From an optimization exercise on the open Yosys and OpenROAD flow, aimed at small area, a short achievable clock period and few clock cycles; shortcuts taken in it are not production practice.
In this exercise RTL edits were held to simulation tests only and were not proved equivalent to the original.
No driver is modelled on the clock port, so clock power and skew are understated where the tree is cut down; a real chip needs a root buffer or a tree.
No activity file was given, so power comes from the tool's default toggle rates.

== run 1 ==
## STI_DAC
module STI_DAC(clk ,reset, load, pi_data, pi_length, pi_fill, pi_msb, pi_low, pi_end,
	       so_data, so_valid,
	       oem_finish, oem_dataout, oem_addr,
	       odd1_wr, odd2_wr, odd3_wr, odd4_wr, even1_wr, even2_wr, even3_wr, even4_wr);
export LEC_CHECK = 0
export CAP_MARGIN = 20
export CORE_MARGIN = 2
export CORE_UTILIZATION = 40
export SLEW_MARGIN = 20
create_clock -name core_clock -period 4.0 [get_ports {clk}]
standard.sh (not shown) runs the stock make flow with config.mk's settings and CLKGATE_MAP_FILE= SYNTH_SCRIPT=/design/flow/synth_recipe.tcl, a recipe that flattens the netlist after the stock synthesis.
==> flow/flow/run.sh <==
#!/bin/bash
# Standard synthesis and layout, with plain buf_1 port buffers, free cell
# sizing, and a single clock buffer in place of the clock tree (pre_cts.tcl).
set -euo pipefail
here=$(pwd)
bash standard.sh synth > synth.log 2>&1
bash standard.sh 'BUFFER_PORTS_ARGS=-buffer_cell sky130_fd_sc_hd__buf_1' MATCH_CELL_FOOTPRINT=0 "PRE_CTS_TCL=$here/flow/pre_cts.tcl" finish > layout.log 2>&1
==> flow/flow/pre_cts.tcl <==
# Clock tree: one clkbuf_16, placed at the centre of the registers, drives
# every register's clock pin (the design has about 30 registers). This
# replaces ORFS's two-level H-tree; all registers still see the same clock.
set block [ord::get_db_block]
set clknet [$block findNet clk]
set sinks {}
set sx 0
set sy 0
foreach it [$clknet getITerms] {
  set inst [$it getInst]
  set box [$inst getBBox]
  set sx [expr {$sx + ([$box xMin] + [$box xMax]) / 2}]
  set sy [expr {$sy + ([$box yMin] + [$box yMax]) / 2}]
  lappend sinks $it
}
set n [llength $sinks]
puts "pre_cts: $n clock sinks"
set master [[ord::get_db] findMaster sky130_fd_sc_hd__clkbuf_16]
set buf [odb::dbInst_create $block $master clkbuf_root]
set leaf [odb::dbNet_create $block clknet_root]
$leaf setSigType CLOCK
foreach it $sinks {
  $it disconnect
  $it connect $leaf
}
[$buf findITerm A] connect $clknet
[$buf findITerm X] connect $leaf
$buf setLocation [expr {$sx / $n}] [expr {$sy / $n}]
$buf setPlacementStatus PLACED
set_propagated_clock [all_clocks]
# the tree is built; skip ORFS's clock tree synthesis
proc clock_tree_synthesis {args} { puts "pre_cts: clock_tree_synthesis skipped" }
Run 1 closes out successfully: all stages finished, all timing, DRC and antenna checks passed.
Testbench counts of run 1, summed over its fixed seeds: cycles 10,845.
Setup changes, run 1 to run 2
==> flow/flow/run.sh <==
#!/bin/bash
# Standard synthesis and layout, with plain buf_1 port buffers, free cell
# sizing, no timing repair before placement (repair runs after the clock is
# built), and a single clock buffer in place of the clock tree (pre_cts.tcl).
set -euo pipefail
here=$(pwd)
bash standard.sh synth > synth.log 2>&1
bash standard.sh 'BUFFER_PORTS_ARGS=-buffer_cell sky130_fd_sc_hd__buf_1' MATCH_CELL_FOOTPRINT=0 REMOVE_ABC_BUFFERS=1 "PRE_CTS_TCL=$here/flow/pre_cts.tcl" finish > layout.log 2>&1
-- flow/config.mk --
<<< run 1, line 9
export CORE_MARGIN = 2
export CORE_UTILIZATION = 40
export SLEW_MARGIN = 20
>>> run 2, line 9
export CORE_MARGIN = 2
export CORE_UTILIZATION = 40
export SETUP_SLACK_MARGIN = 2.1
export SLEW_MARGIN = 20
Notes after the runs:
- Re core outline area: no difference whatsoever between run 2 and run 1.
- Slowest stage cell on the critical path: sky130_fd_sc_hd__dfrtp_1 -> run 2, sky130_fd_sc_hd__buf_1 -> run 1
- Summary of run 2 over run 1: overall track demand over capacity in global routing barely changed, number of flops mapped to enable cells by yosys barely changed, first-pass GRT wire length barely changed, hold slack barely changed, synthesized-area fraction occupied by adder cells barely changed.
- [run 2] combinational fraction of design power rose 0.6 points relative to run 1
- Run 2: done, clean on timing, DRC and antenna
- Delta (run 2 minus run 1): number of nets at the end of the flow climbed about 1.4%, fraction of power consumed by the clock network shows no meaningful change, final cell utilization of the core went up.
- Lower sequential cell fraction of total power goes to run 2 over run 1.
[inputs] run 3 vs run 2
==> flow/flow/run.sh <==
#!/bin/bash
# Standard synthesis and layout, with plain buf_1 port buffers, free cell
# sizing, and a single clock buffer in place of the clock tree (pre_cts.tcl).
set -euo pipefail
here=$(pwd)
bash standard.sh synth > synth.log 2>&1
bash standard.sh 'BUFFER_PORTS_ARGS=-buffer_cell sky130_fd_sc_hd__buf_1' MATCH_CELL_FOOTPRINT=0 "PRE_CTS_TCL=$here/flow/pre_cts.tcl" finish > layout.log 2>&1
-- flow/config.mk --
<<< run 2, line 8
export CAP_MARGIN = 20
export CORE_MARGIN = 2
export CORE_UTILIZATION = 40
export SETUP_SLACK_MARGIN = 2.1
export SLEW_MARGIN = 20
>>> run 3, line 8
export CAP_MARGIN = 20
export CORE_MARGIN = 2
export CORE_UTILIZATION = 50
export PLACE_DENSITY = 0.75
export SETUP_SLACK_MARGIN = 2.1
export SLEW_MARGIN = 20
==> comparison <==
Run 3 was carried through to the last stage, and its layout satisfied the timing, DRC and antenna checks. Run 3 vs. run 2: share of the clock period used by the worst path went down by 0.25 points. Length of routed met2 wiring (run 3 over run 2): increase, 14%. Between run 2 and run 3, the final hold slack figures differ only marginally. Run 3 and run 2 ended up with nearly the same met1 routing resource usage after global routing. Run 3 vs. run 2: cell area after placement went down about 1.3%; post-synth design cell area held. Relative to run 2, the final cell area reported for run 3 is lower. Diff run 3..run 2 | register-to-register slack | negligible. Of run 3 and run 2, run 3 shows the lower synthesis-to-finish area growth, with run 2 above it. Detailed-route wire length: run 3 and run 2 compared, lower one is run 2.
#### Input delta (run 4 over run 3)
-- flow/config.mk --
<<< run 3, line 8
export CAP_MARGIN = 20
export CORE_MARGIN = 2
export CORE_UTILIZATION = 50
export PLACE_DENSITY = 0.75
export SETUP_SLACK_MARGIN = 2.1
export SLEW_MARGIN = 20
>>> run 4, line 8
export CAP_MARGIN = 20
export CORE_MARGIN = 2
export CORE_UTILIZATION = 40
export SETUP_SLACK_MARGIN = 2.2
export SLEW_MARGIN = 20
Results
Synthesized cell area: run 4 vs run 3 identical
Area of the multi-input gates (run 4 over run 3): increase, about 7.5%
Run 4 ends up with higher area of all placed cells without fillers than run 3 does.
The hold slack of run 3 and that of run 4 are within noise of each other.
Synthesis-to-layout area growth: run 4 higher than run 3
Sequential power ends up lower on run 3.
Modified inputs, run 5 compared to run 4
-- flow/config.mk --
<<< run 4, line 8
export CAP_MARGIN = 20
export CORE_MARGIN = 2
export CORE_UTILIZATION = 40
export SETUP_SLACK_MARGIN = 2.2
export SLEW_MARGIN = 20
>>> run 5, line 8
export CAP_MARGIN = 20
export CORE_MARGIN = 2
export CORE_UTILIZATION = 65
export SETUP_SLACK_MARGIN = 2.1
export SLEW_MARGIN = 20
Findings:
- The run showing the greater final clock period utilization by the worst path is run 5.
- Register clock-pin slew on the reported worst setup and hold paths delta (run 5 -> run 4): insignificant
- For power consumption, dividing the value from run 5 by the value from run 4 gives 0.947.
- Comparing run 4 and run 5, share of cell area taken by multi-input logic gates is higher on run 5.
- Wire length (lower): run 5
- Compared run 5 vs run 4, and utilization is up in run 5.
- | total die area | higher: run 4 |
- Measured against run 4, the die width of run 5 comes out at 0.80 times the reference value.
Changes in run 6 relative to run 5:
-- flow/config.mk --
<<< run 5, line 8
export CAP_MARGIN = 20
export CORE_MARGIN = 2
export CORE_UTILIZATION = 65
export SETUP_SLACK_MARGIN = 2.1
export SLEW_MARGIN = 20
>>> run 6, line 8
export CAP_MARGIN = 20
export CORE_MARGIN = 2
export CORE_UTILIZATION = 40
export SETUP_SLACK_MARGIN = 2.05
export SLEW_MARGIN = 20
==> run notes <==
- On share of power burned in combinational logic: run 6 sits below run 5.
- [compare] base=run 5 new=run 6: height of the die picked up an extra 13 um, combinational logic power shows a reduction of about 6%, placeable core region increased 66%.
- On final worst clock skew, run 5 tracks run 6 almost exactly.
- Run 5 has lower final clock period utilization by the worst path than run 6.
- Going from run 5 to run 6, the number of detailed-route iterations in the first pass was found to have gone down by 1.
- Relative to run 5, global-route usage has gone down in run 6.
- Multi-input combinational cell area (run 6 over run 5): decrease, about 3%
- Run 6 ended with less switching power of the nets than run 5.
In every run of this note, the design's own scripts or RTL, not TritonCTS, make the clock network.

-- static timing again, ports no longer ideal --
In the flow no input, the clock included, has a driving cell. The finished layouts below were timed again as built, in two steps. Step 1: set_driving_cell puts a clkbuf_16 on clk and a buf_2 on each other input, an assumption about the parent block. Step 2 moves the port delays by t, midway between the first and last clock arrival at a register: inputs arrive t later, outputs are due t later. That takes back most of the time a late clock gives input paths. Three values: no drivers, after step 1, after step 2; two values: the first two.
run | t (ns) | setup WS [ns] | hold slack, ns | worst setup path after step 2 | worst data-port slew with drivers (ns)
run 1 | 0.194 | 2.042 / 2.039 / 1.859 | 0.354 / 0.354 / 0.354 | input to register | 0.03
run 2 | 0.194 | 2.128 / 2.100 / 1.963 | 0.353 / 0.353 / 0.353 | input to register | 0.03
run 3 | 0.196 | 2.138 / 2.109 / 1.993 | 0.354 / 0.354 / 0.354 | input to register | 0.03
run 4 | 0.194 | 2.151 / 2.122 / 2.066 | 0.357 / 0.357 / 0.357 | input to register | 0.03
run 5 | 0.190 | 2.139 / 2.111 / 2.002 | 0.353 / 0.353 / 0.353 | input to register | 0.04
run 6 | 0.194 | 2.117 / 2.087 / 1.996 | 0.354 / 0.354 / 0.354 | input to register | 0.03
After both steps every run listed still meets setup and hold. For run 1, which loses most, drivers alone change the setup slack by -0.003 ns; drivers and shift together by -0.183 ns.
